This design comes from an exercise in tuning for small area and a short achievable clock period on the open sky130 flow, not from production work. In this exercise RTL edits were held to simulation tests only and were not proved equivalent to the original.

Design ntt4point, start of the top module:
module ntt4point(
    input clk, rst,
    input [15:0] in0, in1, in2, in3,
    output [15:0] out0, out1, out2, out3
);
Size in the first run: roughly 1000 cells after synthesis, ~52 flip-flops, about 130 I/O pins, about 12000 um^2 of cells after synthesis.
clock: 60.0 ns
lec_check: 0
cap_margin: 20
core_margin: 2
core_utilization: 40
slew_margin: 20
synth_args: -noabc
synth_keep_modules: ntt_fa
buffer_ports_args: -buffer_cell sky130_fd_sc_hd__buf_1
cts_buf_list: sky130_fd_sc_hd__clkbuf_8
setup_slack_margin: 39.8
standard.sh (not shown) runs the stock make flow with config.mk's settings and CLKGATE_MAP_FILE= SYNTH_SCRIPT=/design/flow/synth_recipe.tcl, a recipe that flattens the netlist after the stock synthesis.
==> flow/flow/run.sh <==
#!/bin/bash
set -euo pipefail
cd "$(dirname "$0")/.."
cat >> config.mk <<'EOC'
export SYNTH_ARGS = -noabc
export SYNTH_KEEP_MODULES = ntt_fa
export DONT_USE_CELLS += sky130_fd_sc_hd__ha_1
export BUFFER_PORTS_ARGS = -buffer_cell sky130_fd_sc_hd__buf_1
export CTS_BUF_LIST = sky130_fd_sc_hd__clkbuf_8
export SETUP_SLACK_MARGIN = 39.8
EOC
bash standard.sh > standard_flow.log 2>&1
The first run completed without violations.
Edit:
==> flow/flow/run.sh (replaced) <==
#!/bin/bash
set -euo pipefail
cd "$(dirname "$0")/.."
cat >> config.mk <<'EOC'
export SYNTH_ARGS = -noabc
export SYNTH_KEEP_MODULES = ntt_fa
export BUFFER_PORTS_ARGS = -buffer_cell sky130_fd_sc_hd__buf_1
EOC
bash standard.sh > standard_flow.log 2>&1
--- a/flow/config.mk
+++ b/flow/config.mk
@@ -12,6 +12,3 @@
 export SYNTH_ARGS = -noabc
 export SYNTH_KEEP_MODULES = ntt_fa
-export DONT_USE_CELLS += sky130_fd_sc_hd__ha_1
 export BUFFER_PORTS_ARGS = -buffer_cell sky130_fd_sc_hd__buf_1
-export CTS_BUF_LIST = sky130_fd_sc_hd__clkbuf_8
-export SETUP_SLACK_MARGIN = 39.8
=> Cell count falls by 0.65%; worst hold slack gets better by 39 ps; via count falls by 6.1%; global-route usage falls by 1.4 points.
Edit:
--- a/flow/flow/run.sh
+++ b/flow/flow/run.sh
@@ -6,4 +6,5 @@
 export SYNTH_KEEP_MODULES = ntt_fa
 export BUFFER_PORTS_ARGS = -buffer_cell sky130_fd_sc_hd__buf_1
+export SETUP_SLACK_MARGIN = 39.8
 EOC
 bash standard.sh > standard_flow.log 2>&1
--- a/flow/config.mk
+++ b/flow/config.mk
@@ -8,7 +8,8 @@
 export CAP_MARGIN = 20
 export CORE_MARGIN = 2
-export CORE_UTILIZATION = 40
+export CORE_UTILIZATION = 70
 export SLEW_MARGIN = 20
 export SYNTH_ARGS = -noabc
 export SYNTH_KEEP_MODULES = ntt_fa
 export BUFFER_PORTS_ARGS = -buffer_cell sky130_fd_sc_hd__buf_1
+export SETUP_SLACK_MARGIN = 39.8
Effect: Routed wire length climbs slightly; worst setup slack improved by 1400 ps; cell count drops by roughly a tenth.
Edit:
--- a/flow/flow/run.sh
+++ b/flow/flow/run.sh
@@ -6,5 +6,5 @@
 export SYNTH_KEEP_MODULES = ntt_fa
 export BUFFER_PORTS_ARGS = -buffer_cell sky130_fd_sc_hd__buf_1
-export SETUP_SLACK_MARGIN = 39.8
+export SETUP_SLACK_MARGIN = 40.7
 EOC
 bash standard.sh > standard_flow.log 2>&1
--- a/flow/config.mk
+++ b/flow/config.mk
@@ -8,8 +8,8 @@
 export CAP_MARGIN = 20
 export CORE_MARGIN = 2
-export CORE_UTILIZATION = 70
+export CORE_UTILIZATION = 40
 export SLEW_MARGIN = 20
 export SYNTH_ARGS = -noabc
 export SYNTH_KEEP_MODULES = ntt_fa
 export BUFFER_PORTS_ARGS = -buffer_cell sky130_fd_sc_hd__buf_1
-export SETUP_SLACK_MARGIN = 39.8
+export SETUP_SLACK_MARGIN = 40.7
=> The new run completed without violations; area after synthesis is unchanged; critical path depth fell by 5; wire length goes up by 5.2%; worst setup slack gains 580 ps; sequential share of layout area shrinks by 0.65 points; hold slack stays flat; synthesized cell count is unchanged; final cell count grows by 15%; die area rises by 72%; via count hardly moves.
Edit:
--- a/flow/flow/run.sh
+++ b/flow/flow/run.sh
@@ -6,5 +6,5 @@
 export SYNTH_KEEP_MODULES = ntt_fa
 export BUFFER_PORTS_ARGS = -buffer_cell sky130_fd_sc_hd__buf_1
-export SETUP_SLACK_MARGIN = 40.7
+export SETUP_SLACK_MARGIN = 39.8
 EOC
 bash standard.sh > standard_flow.log 2>&1
--- a/flow/config.mk
+++ b/flow/config.mk
@@ -8,8 +8,8 @@
 export CAP_MARGIN = 20
 export CORE_MARGIN = 2
-export CORE_UTILIZATION = 40
+export CORE_UTILIZATION = 55
 export SLEW_MARGIN = 20
 export SYNTH_ARGS = -noabc
 export SYNTH_KEEP_MODULES = ntt_fa
 export BUFFER_PORTS_ARGS = -buffer_cell sky130_fd_sc_hd__buf_1
-export SETUP_SLACK_MARGIN = 40.7
+export SETUP_SLACK_MARGIN = 39.8
Maximum frequency fell by a few percent.
Core utilization rose by 14 points.
First-iteration DRC count fell by a quarter to a third.
Design area fell by a little under a tenth.
Synthesized area does not change.
Die area fell by a quarter to a third.

-- what the ideal ports hide --
How much do the figures lean on ideal ports? The routed layouts below were timed once more, with nothing changed but the port constraints. Step 1: set_driving_cell puts a clkbuf_16 on clk and a buf_2 on each other input, an assumption about the parent block. Step 2, shift: input delay + t, output delay - t, t = (earliest + latest rising clock arrival at the registers) / 2. This alone moves slack from input paths to output paths. a / b / c = no drivers / after step 1 / after step 2; a / b = the first two.
| run | shift t [ns] | setup slack, ns | hold slack, ns | worst setup path after step 2 | slew at the worst register clock pin (ns) |
|---|---|---|---|---|---|
| the first run | 0.363 | 40.056 / 40.069 / 39.705 | 12.227 / 12.212 / 12.412 | input to register | 0.09 / 0.09 |
| the second run | 0.330 | 38.669 / 38.688 / 38.358 | 12.266 / 12.247 / 12.404 | input to register | 0.06 / 0.06 |
| the third run | 0.330 | 40.056 / 40.069 / 39.739 | 12.262 / 12.247 / 12.404 | input to register | 0.07 / 0.07 |
| the fourth run | 0.337 | 40.636 / 40.615 / 40.279 | 12.261 / 12.240 / 12.403 | input to register | 0.06 / 0.06 |
| the fifth run | 0.339 | 40.099 / 40.119 / 39.780 | 12.262 / 12.238 / 12.402 | input to register | 0.08 / 0.08 |
After both steps every run listed still meets setup and hold. For the fourth run, which loses most, drivers alone change the setup slack by -0.021 ns; drivers and shift together by -0.357 ns.
